Context: an optimization exercise on an open-source flow, tuned for small area and a short achievable clock period. The choices shown serve that exercise and are no tape-out recipe. The RTL of this run was laid out without a check of its function. Power is estimated from default activity; no workload was simulated.

==> flow/design.v <==
module seven_seg_hex(
	input [3:0] in,
	output reg [6:0] out
	);
always@(*)
begin
	case(in)
		4'b0000: out=7'b1000000;
		4'b0001: out=7'b1111001;
		4'b0010: out=7'b0100100;
		4'b0011: out=7'b0110000;
		4'b0100: out=7'b0011001;
		4'b0101: out=7'b0010010;
		4'b0110: out=7'b0000010;
		4'b0111: out=7'b1111000;
		4'b1000: out=7'b0000000;
		4'b1001: out=7'b0010000;
		4'b1010: out=7'b0001000;
		4'b1011: out=7'b0000011;
		4'b1100: out=7'b1000110;
		4'b1101: out=7'b0100001;
		4'b1110: out=7'b0000110;
		4'b1111: out=7'b0001110;
	default
		out=7'b1111111;
	endcase
end
endmodule
module ACC_CPU_32BITS(
	input button_clock_in,
	input [16:0] Input,
	output wire [0:27] Output7Segments,
	input clock,
	output wire WaitingInput,
	input reset_in,
	output wire Negative,
	output wire [0:20] OutputPC,
	output wire [14:0] mem_addr,
	output wire [31:0] mem_wdata,
	output wire mem_we,
	input [31:0] mem_rdata
	);
	wire rst = ~reset_in;
	reg [2:0] st;
	reg [31:0] IR, Acc, X, Y, SP, SR, Aux, PC, sPC, MDR;
	reg [14:0] Base;
	reg BaseHi;           
	reg [16:0] InReg;     
	reg [15:0] OutReg;
	reg NegReg;
	reg subiu, desceu, bprev;
	reg [5:0] cnt;
	reg pre;
	reg pend;             
	wire [5:0] op = IR[31:26];
	wire [31:0] Imm = {6'd0, IR[25:0]};
	wire S0 = (st == 3'd0);
	wire S1 = (st == 3'd1);
	wire S2 = (st == 3'd2);
	wire S3 = (st == 3'd3);
	wire S4 = (st == 3'd4);
	wire S5 = (st == 3'd5);
	reg dDef;                   
	reg dAY, dAX;               
	reg dBM, dBI;               
	reg dSub, dAnd, dOr, dXor, dMul, dShl, dShr, dLd;
	reg dFlags, dAcc, dX, dY;
	always @(*) begin
		dDef = 1'b1; dAY = 1'b0; dAX = 1'b0; dBM = 1'b0; dBI = 1'b0;
		dSub = 1'b0; dAnd = 1'b0; dOr = 1'b0; dXor = 1'b0; dMul = 1'b0;
		dShl = 1'b0; dShr = 1'b0; dLd = 1'b0;
		dFlags = 1'b0; dAcc = 1'b0; dX = 1'b0; dY = 1'b0;
		case (op)
			6'd0:  begin dAY = 1; dBM = 1; dSub = 1; dFlags = 1; end
			6'd1:  begin dBI = 1; dSub = 1; dFlags = 1; end
			6'd2:  begin dBM = 1; dSub = 1; dFlags = 1; end
			6'd3:  begin dBI = 1; dShl = 1; dAcc = 1; end
			6'd4:  begin dBI = 1; dAnd = 1; dAcc = 1; end
			6'd5:  begin dBM = 1; dAnd = 1; dAcc = 1; end
			6'd6:  begin dBI = 1; dAcc = 1; end
			6'd7:  begin dBM = 1; dAcc = 1; end
			6'd9:  begin dBI = 1; dSub = 1; dAcc = 1; end
			6'd10: begin dBM = 1; dSub = 1; dAcc = 1; end
			6'd11: begin dBI = 1; dOr = 1; dAcc = 1; end
			6'd12: begin dBM = 1; dOr = 1; dAcc = 1; end
			6'd13: begin dBI = 1; dShr = 1; dAcc = 1; end
			6'd14: begin dBI = 1; dXor = 1; dAcc = 1; end
			6'd15: begin dBM = 1; dXor = 1; dAcc = 1; end
			6'd18: begin dBI = 1; dLd = 1; dY = 1; end
			6'd19: begin dBM = 1; dLd = 1; dY = 1; end
			6'd20: begin dBI = 1; dLd = 1; dX = 1; end
			6'd21: begin dBM = 1; dLd = 1; dX = 1; end
			6'd22: begin dBI = 1; dLd = 1; dAcc = 1; end
			6'd23: begin dBM = 1; dLd = 1; dAcc = 1; end
			6'd41: begin dBI = 1; dMul = 1; dAcc = 1; end
			6'd42: begin dBM = 1; dMul = 1; dAcc = 1; end
			6'd43: begin dBI = 1; dMul = 1; dAcc = 1; end
			6'd44: begin dBM = 1; dMul = 1; dAcc = 1; end
			6'd52: begin dAY = 1; dY = 1; end
			6'd53: begin dAX = 1; dX = 1; end
			6'd54: begin dAY = 1; dSub = 1; dY = 1; end
			6'd55: begin dAX = 1; dSub = 1; dX = 1; end
			default: dDef = 1'b0;
		endcase
	end
	wire oPush = (op == 6'd29) | (op == 6'd30) | (op == 6'd32) | (op == 6'd34);
	wire oPull = (op == 6'd27) | (op == 6'd28) | (op == 6'd33) | (op == 6'd40);
	wire oBr   = (op[5:2] == 4'b1001);    
	wire brTaken = (op[1:0] == 2'd0) ? (~SR[0] & ~SR[1]) :
	               (op[1:0] == 2'd1) ? ~SR[1] :
	               (op[1:0] == 2'd2) ? SR[0] : SR[1];
	wire oWait = (op == 6'd60) | (op == 6'd63);
	wire oTo4  = oPush | oPull | (op == 6'd31);
	wire IO0   = (op == 6'd60) & (S3 | S4);
	wire BRK   = (op == 6'd63) & (S3 | S4);
	wire exe = S0 & pend;
	reg [31:0] addA, addB;
	reg addSub;
	always @(*) begin
		addA = SP; addB = 32'd1; addSub = 1'b0;
		if (S0) begin
			addA = dAY ? Y : (dAX ? X : Acc);
			addB = dBM ? MDR : (dBI ? Imm : 32'd1);
			addSub = dSub;
		end else if (S1) begin
			addA = PC;
		end else if (S3) begin
			if (oBr) begin
				addA = PC; addB = Imm;
			end else begin
				addSub = 1'b1;       
			end
		end else if (S4) begin
			if (op == 6'd31) begin
				addA = X; addSub = 1'b1;    
			end
		end
	end
	wire [31:0] sum = addSub ? (addA - addB) : (addA + addB);
	function [31:0] rev32(input [31:0] v);
		integer i;
		for (i = 0; i < 32; i = i + 1) rev32[i] = v[31 - i];
	endfunction
	wire [31:0] shOne = (IR[25:5] == 21'd0) ? (32'd1 << IR[4:0]) : 32'd0;
	wire [31:0] mulA = dShr ? rev32(Acc) : Acc;
	wire [31:0] mulB = (dShl | dShr) ? shOne : (dBM ? MDR : Imm);
	wire [31:0] mulP = mulA * mulB;
	wire [31:0] mulR = dShr ? rev32(mulP) : mulP;
	wire [31:0] opB = dBM ? MDR : Imm;
	reg [31:0] R;
	always @(*) begin
		if (dMul | dShl | dShr) R = mulR;
		else if (dAnd) R = Acc & opB;
		else if (dOr)  R = Acc | opB;
		else if (dXor) R = Acc ^ opB;
		else if (dLd)  R = opB;
		else R = sum;
	end
	reg [2:0] nst;
	always @(*) begin
		case (st)
			3'd0: nst = 3'd1;
			3'd1: nst = 3'd2;
			3'd2: nst = 3'd3;
			3'd3: nst = oTo4 ? 3'd4 : (oWait ? ((subiu == desceu) ? 3'd3 : 3'd4) : 3'd0);
			3'd4: nst = (op == 6'd34) ? 3'd5 : (oWait ? ((subiu != desceu) ? 3'd4 : 3'd0) : 3'd0);
			default: nst = 3'd0;
		endcase
	end
	always @(posedge clock) begin
		if (rst) begin
			st <= 3'd0;
			pend <= 1'b0;
		end else begin
			st <= nst;
			pend <= S3 & dDef;
		end
	end
	always @(posedge clock) MDR <= mem_rdata;
	always @(posedge clock) begin
		if (rst) begin
			Acc <= 32'd0;
			X <= 32'd0;
			Y <= 32'd0;
			SP <= 32'd9497;
			SR <= 32'd0;
			Aux <= 32'd0;
			Base <= 15'd0;
			BaseHi <= 1'b0;
			PC <= 32'd0;
			sPC <= 32'd0;
			IR <= 32'd0;
		end else begin
			if (exe) begin
				if (dAcc) Acc <= R;
				if (dX) X <= R;
				if (dY) Y <= R;
				if (dFlags) SR[2:0] <= {1'b0, (R == 32'd0), R[31]};
			end
			if (S1) begin
				IR <= pre ? 32'hF8000000 : mem_rdata;
				PC <= pre ? 32'd198 : sum;
				if (pre) begin
					sPC <= PC;
					Base <= 15'd0;
					BaseHi <= 1'b0;
				end
			end
			if (S3) begin
				case (op)
					6'd8:  Aux <= X;
					6'd16: X <= Aux;
					6'd24, 6'd56: begin Base <= Aux[14:0]; BaseHi <= |Aux[31:15]; end
					6'd25: SP <= X;
					6'd26: X <= SP;
					6'd29, 6'd30, 6'd32, 6'd34: SP <= sum;
					6'd35: PC <= Imm;
					6'd48: Acc <= Y;
					6'd49: Acc <= X;
					6'd50: Y <= Acc;
					6'd51: X <= Acc;
					6'd57: SR[3] <= 1'b1;
					6'd58: Y <= {31'd0, SR[3]};
					default: ;
				endcase
				if (oBr & brTaken) PC <= sum;
				if (op == 6'd56) PC <= sPC;
			end
			if (S4) begin
				case (op)
					6'd27: begin SR <= mem_rdata; SP <= sum; end
					6'd28: begin Acc <= mem_rdata; SP <= sum; end
					6'd31: X <= sum;
					6'd33: begin PC <= mem_rdata; SP <= sum; end
					6'd40: begin sPC <= mem_rdata; SP <= sum; end
					6'd60: Y <= {InReg[16], 15'd0, InReg[15:0]};
					default: ;
				endcase
			end
			if (S5) PC <= Imm;
		end
	end
	wire countSig = S0 & (BaseHi | (|Base));
	always @(posedge clock) begin
		if (rst) begin
			cnt <= 6'd0;
			pre <= 1'b0;
		end else if (countSig) begin
			if (cnt == 6'd63) begin
				pre <= 1'b1;
				cnt <= 6'd0;
			end else begin
				cnt <= cnt + 6'd1;
				pre <= 1'b0;
			end
		end else begin
			pre <= 1'b0;
		end
	end
	wire bclk = ~button_clock_in;
	wire brise = bclk & ~bprev;
	wire bfall = ~bclk & bprev;
	always @(posedge clock) begin
		if (rst) begin
			bprev <= 1'b0;
			InReg <= 17'd0;
			subiu <= 1'b0;
			desceu <= 1'b0;
			OutReg <= 16'd0;
			NegReg <= 1'b0;
		end else begin
			bprev <= bclk;
			if (brise & IO0) InReg <= Input;
			if (brise & (IO0 | BRK)) subiu <= ~subiu;
			if (bfall & (IO0 | BRK) & (subiu != desceu)) desceu <= ~desceu;
			if (S3 & (op == 6'd59)) begin
				NegReg <= Y[31];
				OutReg <= Y[31] ? (16'd0 - Y[15:0]) : Y[15:0];
			end
		end
	end
	assign Negative = NegReg;
	assign WaitingInput = S3 & (op == 6'd60);
	wire addrImmX = S2 | (S3 & ((op >= 6'd17 && op <= 6'd23) | (op == 6'd31)));
	wire addrPC = S0 | S1;
	wire [14:0] addrSel = addrPC ? PC[14:0] : (addrImmX ? (IR[14:0] + X[14:0]) : SP[14:0]);
	assign mem_addr = Base + addrSel;
	assign mem_we = (S3 & ((op == 6'd17) | (op == 6'd31))) |
	                (S4 & ((op == 6'd29) | (op == 6'd30) | (op == 6'd32) | (op == 6'd34)));
	assign mem_wdata = (op == 6'd31) ? Y :
	                   (op == 6'd29) ? SR :
	                   (op == 6'd32) ? sPC :
	                   (op == 6'd34) ? PC : Acc;
	seven_seg_hex sevenSegs1(OutReg[3:0], Output7Segments[0:6]);
	seven_seg_hex sevenSegs2(OutReg[7:4], Output7Segments[7:13]);
	seven_seg_hex sevenSegs3(OutReg[11:8], Output7Segments[14:20]);
	seven_seg_hex sevenSegs4(OutReg[15:12], Output7Segments[21:27]);
	seven_seg_hex sevenSegs5(PC[3:0], OutputPC[0:6]);
	seven_seg_hex sevenSegs6(PC[7:4], OutputPC[7:13]);
	seven_seg_hex sevenSegs7(PC[11:8], OutputPC[14:20]);
endmodule
==> flow/run.sh <==
#!/bin/bash
# synth_recipe.tcl (not shown) runs the flow's synth.tcl, then flattens the netlist and writes it again
# the make line also repeats each setting of config.mk as NAME=value (left out here)
make -C /OpenROAD-flow-scripts/flow DESIGN_CONFIG=/design/flow/config.mk WORK_HOME=/design/flow/orfs CLKGATE_MAP_FILE= SYNTH_SCRIPT=/design/flow/synth_recipe.tcl finish
==> flow/config.mk <==
export PLATFORM = sky130hd
export DESIGN_NAME = ACC_CPU_32BITS
export DESIGN_NICKNAME = ACC_CPU_32BITS
export VERILOG_FILES = /design/flow/design.v
export SDC_FILE = /design/flow/constraint.sdc
export NUM_CORES = 4
export LEC_CHECK = 0
export CAP_MARGIN = 20
export CORE_MARGIN = 2
export CORE_UTILIZATION = 40
export SLEW_MARGIN = 20
==> flow/constraint.sdc <==
create_clock -name core_clock -period 105.0 [get_ports {clock}]
set_input_delay 21.0000 -clock core_clock [delete_from_list [all_inputs] [get_ports {clock}]]
set_output_delay 21.0000 -clock core_clock [all_outputs]
set_load 0.01 [all_outputs]
==> results.txt <==
worst max-delay path, cell delays in order (launching register included):
cell             delay, ps
dfxtp_1                770
nand4b_1               460
nor2_4                 180
buf_4                  590
o21ai_0                340
o31ai_4                120
buf_4                  340
mux2i_1                220
o21ai_0                110
ha_1                   240
fa_1                   440
a21o_1                 170
a21oi_1                230
o21bai_1               100
a21oi_1                240
o21bai_1               100
a21oi_1                220
o21bai_1                90
a21oi_1                230
o21bai_1                90
a21oi_1                270
mux2i_1                220
o2111ai_1              140
xnor2_1                170
clkdlybuf4s50_1        560
logic make-up after synthesis:
family / count (synthesis) / share of synthesized area [%]
simple gates: 2109 / 18.9
mux: 161 / 3.46
compound gates: 1721 / 23.0
buf+inv: 1021 / 8.01
fa+ha+maj: 708 / 24.6
flops: 450 / 18.5
xor+xnor: 178 / 3.58
cells in the mapped netlist (29+ instances only):
cell type,n,share of area [%]
a211oi_1,113,1.7
a21o_1,45,0.70
a21oi_1,498,5.1
a221oi_1,31,0.56
a222oi_1,33,0.68
a22oi_1,92,1.4
a311oi_1,32,0.58
a31oi_1,65,0.84
and2_1,31,0.40
and3_1,29,0.37
buf_1,29,0.22
clkbuf_1,406,3.1
dfxtp_1,450,19
fa_1,411,17
ha_1,297,7.6
inv_1,561,4.3
mux2i_1,143,2.9
nand2_1,824,6.4
nand2b_1,54,0.70
nand3_1,102,1.1
nand3b_1,35,0.54
nor2_1,784,6.1
nor3_1,83,0.86
o211ai_1,106,1.6
o21ai_0,349,3.6
o22a_1,35,0.63
o22ai_1,55,0.71
or2_2,44,0.57
xnor2_1,110,2.0
xor2_1,54,0.97
worst paths after layout:
| path | from | endpoint | cells after the start |
|---|---|---|---|
| worst min register to register | SR[9] | SR[9] | 2 |
| worst max-delay path | IR[30] | mem_addr[14] | 24 |
| worst max register to register | IR[21] | SR[1] | 31 |
| worst min-delay path | SR[9] | SR[9] | 2 |
power breakdown:
part           leakage, nW  internal [W]  switching [W]  total [W]
registers             3.66      0.000179     0.00000908   0.000188
logic                 18.1     0.0000908       0.000204   0.000294
clock network        0.850      0.000113      0.0000833   0.000197
total                 22.6      0.000383       0.000296   0.000679
sequential cells by signal, summed over array words and instances (netlist names), 15 cells and up:
name,cells
InReg,17
X,32
SP,32
OutReg,16
IR,32
Acc,32
Base,15
SR,32
Y,32
Aux,32
MDR,32
sPC,32
PC,32
stage by stage:
stage / power (W) / utilization, % / std cells
finish: 0.000679 / 45.0 / 7968
global route: 0.000694 / 45.0 / 7965
CTS: 0.000662 / 45.0 / 7965
detailed placement: 0.000468 / 43.5 / 7873
global placement: 0.000468 / 43.5 / 7871
floorplan: 0.000341 / - / 6348
cell type report:
class | count | share of cell area (%)
diodes | 3 | 0.0139
clock buffers | 65 | 2.63
clock inverters | 27 | 0.673
inverters | 569 | 3.96
multi-input cells | 4877 | 66.5
flip-flops and latches | 450 | 16.7
well taps | 1612 | 3.73
repair buffers | 365 | 5.82
per-layer routing:
layer	global-route usage (%)	up-vias	part of all wire, %
li1	-	21686	-
met1	45.5	24394	38
met2	54.1	3428	41
met3	11.0	888	12
met4	24.3	12	8.3
met5	0	-	0.032
==> flow_metrics.env <==
export IMPL_layout_drive_gt1_share_pct=7.29
export IMPL_cts_tree="done"
export IMPL_ir_drop_v=0.0000150
export IMPL_hp_class="reg -> reg"
export IMPL_design_core_area_um2=120000
export IMPL_dp_hpwl_mm=174
export IMPL_gp_congestion=1.06
export IMPL_synth_seq_cells=450
export IMPL_grt_first_pass_wirelength_mm=336
export IMPL_slew_viol_final=0
export IMPL_std_cell_rows=127
export IMPL_drtPass1Iterations=10
export IMPL_ys_types=105
export IMPL_cts_root_buf="clkbuf_16"
export IMPL_syn_area_um2=48600
export IMPL_grt_overflow=0
export IMPL_status="timing/DRC/antenna clean"
export IMPL_cts_buffer_depth=3
export IMPL_grt_max_degree=138
export IMPL_clk_latency_ps=660
export IMPL_n_fill_cell=12244
export IMPL_finalClockSkew_ps=55.0
export IMPL_io_buffers=150
export IMPL_place_area_um2=52300
export IMPL_die_w_um=353
export IMPL_rrSetupSlack_ps=93070
export IMPL_yosys_warnings=2
export IMPL_rsz0062_at_grt="false"
export IMPL_period_share_pct=27.0
export IMPL_finalCriticalPeriod_ps=28310
export IMPL_numCtsBuffers=51
export IMPL_io_pins=151
export IMPL_crit_required_ps=84000
export IMPL_crit_fanout=68
export IMPL_grt_pass1_vias=48007
export IMPL_hold_viol=0
export IMPL_cts_sinks=450
export IMPL_antenna_found_initial=12
export IMPL_wire_per_inst_um=29.3
export IMPL_die_h_um=353
export IMPL_nNetsFinal=7074
export IMPL_finalSetupTns_ps=0
export IMPL_synth_edf_count=0
export IMPL_finish_instance_area_um2=54100
export IMPL_powerDensity_nw_per_um2=12.6
export IMPL_dieArea_um2=124000
export IMPL_grtUsageTotal_pct=36.4
export IMPL_cp_start_kind="register"
export IMPL_worst_slack_ps=76690
export IMPL_holdWs_ps=455
export IMPL_seq_area_frac_synth_pct=18.5
export IMPL_clk_pin_slew_ps=60
export IMPL_critPathArrivalTime_ps=7310
export IMPL_max_freq_mhz=35.3
export IMPL_multi_input_area_um2=36000
export IMPL_viasPerCell=6.33
export IMPL_synth_nets=7108
export IMPL_endpoint_kind="primary output"
export IMPL_final_antenna_net_count=0
export IMPL_final_seq_area_um2=9020
export IMPL_drc_errors=0
export IMPL_start_util_pct=40.4
export IMPL_avgSynthCellArea_um2=7.65
export IMPL_area_delta_synth_final_pct=11.3
export IMPL_ctsHoldBuffers=0
export IMPL_layout_commonest_cell="nand2_1"
export IMPL_drtIter0Drc=7072
export IMPL_maxCapViolCount=0
export IMPL_synth_ff_type="dfxtp_1"
export IMPL_worst_pin_slew_ps=1260
export IMPL_wirelength_mm=233
export IMPL_cts_setup_buffers=0
export IMPL_mostFrequentLayoutCells="nand2_1 (821), nor2_1 (772), inv_1 (561)"
export IMPL_syn_inst=6348
export IMPL_path_class="reg -> out"
export IMPL_cts_resized=0
export IMPL_ys_async_sr_fraction_pct=0
export IMPL_setup_viol=0
export IMPL_dp_slack_ps=77390
export IMPL_leakage_nw=22.6
export IMPL_slew_headroom_pct=15.9
export IMPL_vias=50408
export IMPL_cts_max_level=2

## separate check: timing with driven ports
In the flow no input, the clock included, has a driving cell. The finished layout below was timed again as built, in two steps. Step 1 assumes that a clkbuf_16 drives the clock port and a buf_2 every other input. Step 2 also shifts input and output timing later by t, the mid clock arrival at the registers, as if the neighbouring blocks saw the same clock. Three values: ideal ports, drivers, drivers and shift; two values: the first two.
t (ns): 0.704
setup slack, ns: 76.687 / 76.613 / 77.317
hold WS [ns]: 0.455 / 0.455 / 0.455
worst slew at a driven data input, ns: 0.07
After both steps setup and hold are still met in this run. The setup slack of this run moves by -0.074 ns with the drivers and by +0.630 ns with both steps.
